What follows belongs to an exercise in optimizing a design on an open flow for small area, a short achievable clock period and few clock cycles; a production flow would make more cautious choices. In this exercise RTL edits were held to simulation tests only and were not proved equivalent to the original. Power and IR drop assume default switching activity.

## run 1
Design FAdd, start of the top module:
module FAdd(
    input rst,
    input clk,
    input  [31:0]               a,
    input  [31:0]               b,
    output reg [31:0]           c,
    output reg [2:0]            state
);
Size: about 1700 cells after synthesis, roughly 10000 µm² of cells after synthesis.
export LEC_CHECK = 0
export ABC_AREA = 1
export CAP_MARGIN = 20
export CORE_MARGIN = 2
export CORE_UTILIZATION = 40
export SETUP_SLACK_MARGIN = 2.5
export SLEW_MARGIN = 20
create_clock -name core_clock -period 10.0 [get_ports {clk}]
standard.sh (not shown) runs the stock make flow with config.mk's settings and CLKGATE_MAP_FILE= SYNTH_SCRIPT=/design/flow/synth_recipe.tcl, a recipe that flattens the netlist after the stock synthesis.
==> flow/flow/run.sh <==
#!/bin/bash
# Standard layout, but with a faster cell for the port buffers that
# buffer_ports inserts (every input and output still gets its own buffer).
set -euo pipefail
export BUFFER_PORTS_ARGS="-buffer_cell sky130_fd_sc_hd__buf_2"
bash standard.sh > standard.log 2>&1
Run 1 completed every stage of the flow, and the final layout passed the timing, DRC and antenna checks.
Testbench counts of run 1, summed over its fixed seeds: cycles 24,000.
Changes in run 2 relative to run 1:
- SETUP_SLACK_MARGIN now 1.5, was 2.5
- ABC_AREA now 0, was 1
[compare] base=run 1 new=run 2: area added between synthesis and finish went down; maximum frequency went down about 12%; count of vias placed by the detailed router lost 734; net switching power figure lost about 0.7%; final cell count fell by about 14%. The lower worst-case setup margin in the final layout came out of run 2. Run 2: count of standard-cell rows higher than run 1.
Modified inputs, run 3 compared to run 2
- changing ABC_AREA from 0 to 1
- changing SETUP_SLACK_MARGIN from 1.5 to 1.0
==> flow/flow/run.sh <==
#!/bin/bash
# Layout flow: the standard flow (standard.sh) with two changes.
#  1. Synthesis is the standard synthesis script, except that ABC maps
#     the logic with flow/map.abc instead of ORFS's abc_area.script.  All
#     other synthesis steps, and so every register, are unchanged.
#  2. buffer_ports uses sky130_fd_sc_hd__buf_2 for the port buffers (every
#     input and output still gets its own buffer).
set -euo pipefail
W=$(pwd)
cat > "$W/my_synth.tcl" <<EOT
proc abc {args} {
  set i [lsearch -exact \$args -script]
  if {\$i >= 0} { lset args [expr {\$i+1}] $W/flow/map.abc }
  yosys abc {*}\$args
}
source $W/synth_recipe.tcl
EOT
sed "s#SYNTH_SCRIPT=[^ ]*#SYNTH_SCRIPT=$W/my_synth.tcl#" standard.sh > my_standard.sh
grep -q "SYNTH_SCRIPT=$W/my_synth.tcl" my_standard.sh
export BUFFER_PORTS_ARGS="-buffer_cell sky130_fd_sc_hd__buf_2"
bash my_standard.sh > standard.log 2>&1
==> flow/flow/map.abc (new file) <==
strash
dch
amap
topo
stime -c
buffer -c
upsize -c
dnsize -c
Results
- Run 3 went all the way through synthesis, placement and routing and the layout is clean on timing, DRC and antenna.
- Per the comparison of run 3 with run 2, global router's overall resource usage down 0.83 points, combinational fraction of design power down 3.8 points, fmax down 2.9%.
- Run 3 vs run 2: logic depth of the worst setup path including buffers down by a few percent
- Diff run 2 and run 3: synthesized area lower in run 3
- Simple-gate portion of the synthesized area in run 3 is 0.70 points above run 2.
- The lower relative slew slack came out of run 2.
- On portion of the clock cycle consumed by the worst path in the final layout: run 3 sits above run 2.
- | clock-pin slew reported for the worst setup and hold paths after clock tree synthesis | run 3 vs run 2 | ≈ equal |
Relative to run 3, the following input files were edited for run 4:
- setting PLACE_DENSITY to 0.8 for the first time
- changing SETUP_SLACK_MARGIN from 1.0 to 1.5
- changing CORE_UTILIZATION from 40 to 60
==> flow/flow/run.sh <==
#!/bin/bash
# Standard layout, but with a faster cell for the port buffers that
# buffer_ports inserts (every input and output still gets its own buffer).
set -euo pipefail
export BUFFER_PORTS_ARGS="-buffer_cell sky130_fd_sc_hd__buf_2"
bash standard.sh > standard.log 2>&1
removed: flow/flow/map.abc
## What came out
In the metrics for run 3 and run 4, the one carrying the lower distinct cell type count of the synthesized netlist is run 4.
In run 4, switching power of the nets is higher than in run 3.
Per the comparison of run 4 with run 3, critical path depth in cells now sits higher; core utilization now sits higher; share of the synthesized area in compound gates (AO/OA/AOI/OAI) now sits lower; fraction of area in registers now sits lower.
Run 4: PASS, flow complete, no timing, DRC or antenna violations
| global-route total usage across every layer | run 4 vs run 3 | 9.7 points higher |
What run 3 reported for sum of internal, switching and leakage power has to be multiplied by 1.18 to get the figure for run 4.
Compared run 4 vs run 3, and via count is up in run 4.
[inputs] run 5 vs run 4
- PLACE_DENSITY removed (was 0.8)
- CORE_UTILIZATION changed from 60 to 40
- SETUP_SLACK_MARGIN changed from 1.5 to 0
==> flow/flow/run.sh <==
#!/bin/bash
# Layout flow: the standard flow (standard.sh) with two changes.
#  1. Synthesis is the standard synthesis script, except that ABC maps
#     the logic with flow/map.abc instead of ORFS's abc_area.script.  All
#     other synthesis steps, and so every register, are unchanged.
#  2. buffer_ports uses sky130_fd_sc_hd__buf_2 for the port buffers (every
#     input and output still gets its own buffer).
set -euo pipefail
W=$(pwd)
cat > "$W/my_synth.tcl" <<EOT
proc abc {args} {
  set i [lsearch -exact \$args -script]
  if {\$i >= 0} { lset args [expr {\$i+1}] $W/flow/map.abc }
  yosys abc {*}\$args
}
source $W/synth_recipe.tcl
EOT
sed "s#SYNTH_SCRIPT=[^ ]*#SYNTH_SCRIPT=$W/my_synth.tcl#" standard.sh > my_standard.sh
grep -q "SYNTH_SCRIPT=$W/my_synth.tcl" my_standard.sh
export BUFFER_PORTS_ARGS="-buffer_cell sky130_fd_sc_hd__buf_2"
bash my_standard.sh > standard.log 2>&1
==> flow/flow/map.abc (new file) <==
strash
dch
amap
topo
stime -c
buffer -c
upsize -c
dnsize -c
Results
Per the final summary, run 5 finished and its layout is clean on timing, DRC and antenna. Going from run 4 to run 5, via count decreased about 21%, sequential share of layout area higher, smallest setup slack after layout -0.86 ns, synthesized area lost about 17%.
#### Input delta (run 6 over run 5)
- swapping 0 for 1.0 in SETUP_SLACK_MARGIN
--- a/flow/flow/run.sh
+++ b/flow/flow/run.sh
@@ -19,3 +19,3 @@
 grep -q "SYNTH_SCRIPT=$W/my_synth.tcl" my_standard.sh
-export BUFFER_PORTS_ARGS="-buffer_cell sky130_fd_sc_hd__buf_2"
+export BUFFER_PORTS_ARGS="-buffer_cell sky130_fd_sc_hd__buf_1"
 bash my_standard.sh > standard.log 2>&1
--- outcome ---
- The final non-filler cell total of run 5 and that of run 6 are within noise of each other.
- Re combinational power share: run 5 was higher than run 6.
- Relative to run 5, the power spent charging and discharging nets measured on run 6 has increased by a few percent.
- Compared with run 5, via count of the first global-routing pass in run 6 decreased slightly.
- Of run 6 and run 5, the run reporting the lower non-clock buffer count was run 5.
- Run 6 and run 5 ended up with roughly the same combinational power.
- [run 6 vs run 5] total design power: higher in run 6
- Re number of sequential storage elements: no difference whatsoever between run 6 and run 5.
- On overall routed net length, run 6 tracks run 5 almost exactly.
- Delta (run 6 minus run 5): first-iteration DRC count grew by 42, clock-cell share of area went up 0.21 points.

---

Another version of the RTL of FAdd (not shown whole).
For scale: ~1200 cells after synthesis, ~100 I/O pins, roughly 8100 sq um of cells after synthesis.
==> flow/design.v (excerpt) <==
module FAdd(
    input rst,
    input clk,
    input  [31:0]               a,
    input  [31:0]               b,
    output reg [31:0]           c,
    output reg [2:0]            state
);
clock: 10.0 ns
lec_check: 0
abc_area: 1
cap_margin: 20
core_margin: 2
core_utilization: 25
cts_buf_list: sky130_fd_sc_hd__clkbuf_8
setup_slack_margin: 2.0
slew_margin: 20
==> flow/flow/run.sh <==
#!/bin/bash
# Layout flow: the standard flow (standard.sh) with two changes.
#  1. Synthesis is the standard synthesis script, except that ABC maps
#     the logic with flow/map.abc instead of ORFS's abc_area.script.  All
#     other synthesis steps, and so every register, are unchanged.
#  2. buffer_ports uses sky130_fd_sc_hd__buf_2 for the port buffers (every
#     input and output still gets its own buffer).
set -euo pipefail
W=$(pwd)
cat > "$W/my_synth.tcl" <<EOT
proc abc {args} {
  set i [lsearch -exact \$args -script]
  if {\$i >= 0} { lset args [expr {\$i+1}] $W/flow/map.abc }
  yosys abc {*}\$args
}
source $W/synth_recipe.tcl
EOT
sed "s#SYNTH_SCRIPT=[^ ]*#SYNTH_SCRIPT=$W/my_synth.tcl#" standard.sh > my_standard.sh
grep -q "SYNTH_SCRIPT=$W/my_synth.tcl" my_standard.sh
export BUFFER_PORTS_ARGS="-buffer_cell sky130_fd_sc_hd__buf_2"
bash my_standard.sh > standard.log 2>&1
==> flow/flow/map.abc <==
&get -n
&st
&dch
&nf -R 1000
&put
topo
stime -c
buffer -c
upsize -c
dnsize -c
Testbench counts at the start, summed over its fixed seeds: cycles 24,000.
Edit:
--- a/flow/flow/run.sh
+++ b/flow/flow/run.sh
@@ -7,0 +8,2 @@
+#  3. ORFS's power recovery (RECOVER_POWER) runs after global routing: it
+#     downsizes gates on paths that have slack to spare.
@@ -20,0 +23 @@
+export RECOVER_POWER=100
Settings changed: CORE_UTILIZATION 25 to 30, SETUP_SLACK_MARGIN 2.0 to 1.5.
- Now the flow ran to the end with violations: max-capacitance violations, max-slew violations
- setup slack loses 0.96 ns
- register-to-register slack is worse by 1.1 ns
- maximum frequency fell by 11%
- wire length drops by 1.7%
- worst hold slack is better by 0.67 ns
- design area shrinks by 6.1%

---

Another version of the RTL of FAdd (not shown whole).
For scale: ~1200 cells after synthesis, ~100 I/O pins.
## FAdd
module FAdd(
    input rst,
    input clk,
    input  [31:0]               a,
    input  [31:0]               b,
    output reg [31:0]           c,
    output reg [2:0]            state
);
Settings: LEC_CHECK=0, ABC_AREA=1, CAP_MARGIN=20, CORE_MARGIN=2, CORE_UTILIZATION=40, SETUP_SLACK_MARGIN=1.5, SLEW_MARGIN=20; clock period 10.0 ns.
==> flow/flow/run.sh <==
#!/bin/bash
# Layout flow: the standard flow (standard.sh) with two changes.
#  1. Synthesis is the standard synthesis script, except that ABC maps
#     the logic with flow/map.abc instead of ORFS's abc_area.script.  All
#     other synthesis steps, and so every register, are unchanged.
#  2. buffer_ports uses sky130_fd_sc_hd__buf_2 for the port buffers (every
#     input and output still gets its own buffer).
set -euo pipefail
W=$(pwd)
cat > "$W/my_synth.tcl" <<EOT
proc abc {args} {
  set i [lsearch -exact \$args -script]
  if {\$i >= 0} { lset args [expr {\$i+1}] $W/flow/map.abc }
  yosys abc {*}\$args
}
source $W/synth_recipe.tcl
EOT
sed "s#SYNTH_SCRIPT=[^ ]*#SYNTH_SCRIPT=$W/my_synth.tcl#" standard.sh > my_standard.sh
grep -q "SYNTH_SCRIPT=$W/my_synth.tcl" my_standard.sh
export BUFFER_PORTS_ARGS="-buffer_cell sky130_fd_sc_hd__buf_2"
bash my_standard.sh > standard.log 2>&1
Scripts as last shown in full above: flow/flow/map.abc
Testbench counts at the start, summed over its fixed seeds: cycles 24,000.
Change:
--- a/flow/config.mk
+++ b/flow/config.mk
@@ -10,3 +10,4 @@
 export CORE_MARGIN = 2
-export CORE_UTILIZATION = 40
+export CORE_UTILIZATION = 55
+export CTS_BUF_LIST = sky130_fd_sc_hd__clkbuf_8
 export SETUP_SLACK_MARGIN = 1.5
What happened: The changed run produced a clean layout; setup slack improved by 0.049 ns; die area falls by a quarter to a third; area after synthesis stays the same; clock power hardly moves; final area falls by a few percent; flip-flop and latch count is unchanged; utilization rises by 16 points; first-iteration DRC count rises by a little under a tenth; wire length falls by a few percent.
Change:
--- a/flow/config.mk
+++ b/flow/config.mk
@@ -10,3 +10,3 @@
 export CORE_MARGIN = 2
-export CORE_UTILIZATION = 55
+export CORE_UTILIZATION = 40
 export CTS_BUF_LIST = sky130_fd_sc_hd__clkbuf_8
After rerunning:
- The new run went through all stages and came out clean
- power decreases by 2.5%
- final area increases by 1.5%
- sequential cell count does not change
- combinational power barely changes
- worst setup slack gets worse by 0.058 ns
- non-clock buffer count increases by 4
- sequential share of layout area decreases by 0.19 points
Change:
--- a/flow/config.mk
+++ b/flow/config.mk
@@ -10,4 +10,6 @@
 export CORE_MARGIN = 2
-export CORE_UTILIZATION = 40
+export CORE_UTILIZATION = 55
 export CTS_BUF_LIST = sky130_fd_sc_hd__clkbuf_8
+export CTS_CLUSTER_DIAMETER = 300
+export CTS_CLUSTER_SIZE = 40
 export SETUP_SLACK_MARGIN = 1.5
Core utilization rose by 16 points.
Setup slack improves by 0.058 ns.
Synthesized cell count stays the same.
Register-to-register slack degrades by 0.02 ns.
Clock-buffer cell count does not change.
First-iteration DRC count rose slightly.
Routed wire length fell by a few percent.
Cell count fell by a few percent.
Power rose by a few percent.
Fmax rose slightly.
Change:
--- a/flow/config.mk
+++ b/flow/config.mk
@@ -10,6 +10,5 @@
 export CORE_MARGIN = 2
-export CORE_UTILIZATION = 55
+export CORE_UTILIZATION = 40
 export CTS_BUF_LIST = sky130_fd_sc_hd__clkbuf_8
-export CTS_CLUSTER_DIAMETER = 300
-export CTS_CLUSTER_SIZE = 40
+export PLACE_DENSITY = 0.7
 export SETUP_SLACK_MARGIN = 1.5
Utilization shrinks by 16 points.
Cell area rises by 1.5%.
Hold slack hardly moves.
Fmax goes down by 1.2%.
Change:
--- a/flow/config.mk
+++ b/flow/config.mk
@@ -10,5 +10,4 @@
 export CORE_MARGIN = 2
-export CORE_UTILIZATION = 40
+export CORE_UTILIZATION = 70
 export CTS_BUF_LIST = sky130_fd_sc_hd__clkbuf_8
-export PLACE_DENSITY = 0.7
 export SETUP_SLACK_MARGIN = 1.5
The changed run finished with timing, DRC and antenna clean; first-iteration DRC count grows by 55%; fmax hardly moves; clock-buffer cell count is unchanged; area after synthesis stays the same; worst hold slack improved by 0.0059 ns; cell area falls by 1.6%; power climbs by 1.4%; die area drops by 42%; via count goes up by 4.5%; flip-flop and latch count does not change; sequential share of layout area went up by 0.21 points.

[separate check: timing with driven ports]
Ports are ideal in the flow. The routed layouts listed here were re-timed in OpenROAD. Step 1 assumes that a clkbuf_16 drives the clock port and a buf_2 every other input. Step 2, shift: input delay + t, output delay - t, t = (earliest + latest rising clock arrival at the registers) / 2. This alone moves slack from input paths to output paths. Slacks: ideal ports / drivers / drivers and shift; pairs: ideal ports / drivers.
| run | shift t [ns] | slack for setup (ns) | worst setup path after step 2 |
|---|---|---|---|
| run 1 | 0.320 | 2.705 / 2.722 / 2.403 | input to register |
| run 2 | 0.320 | 1.744 / 1.725 / 1.446 | input to register |
| run 3 | 0.326 | 1.502 / 1.461 / 1.246 | input to register |
| run 4 | 0.319 | 2.012 / 1.976 / 1.720 | input to register |
| run 5 | 0.325 | 1.150 / 1.111 / 0.911 | input to register |
| run 6 | 0.320 | 1.469 / 1.430 / 1.217 | input to register |
| the first run of note 2 | 0.319 | 2.306 / 2.317 / 1.998 | input to register |
| the second run of note 2 | 0.320 | 1.346 / 1.314 / 1.188 | input to register |
| the first run of note 3 | 0.313 | 1.886 / 1.850 / 1.601 | input to register |
| the second run of note 3 | 0.321 | 1.934 / 1.902 / 1.776 | input to register |
| the third run of note 3 | 0.317 | 1.876 / 1.845 / 1.596 | input to register |
| the fourth run of note 3 | 0.321 | 1.934 / 1.902 / 1.776 | input to register |
| the fifth run of note 3 | 0.330 | 1.832 / 1.802 / 1.591 | input to register |
| the sixth run of note 3 | 0.329 | 1.812 / 1.777 / 1.602 | input to register |
The setup slack of the first run of note 2, which loses most, moves by +0.011 ns with the drivers and by -0.308 ns with both steps.
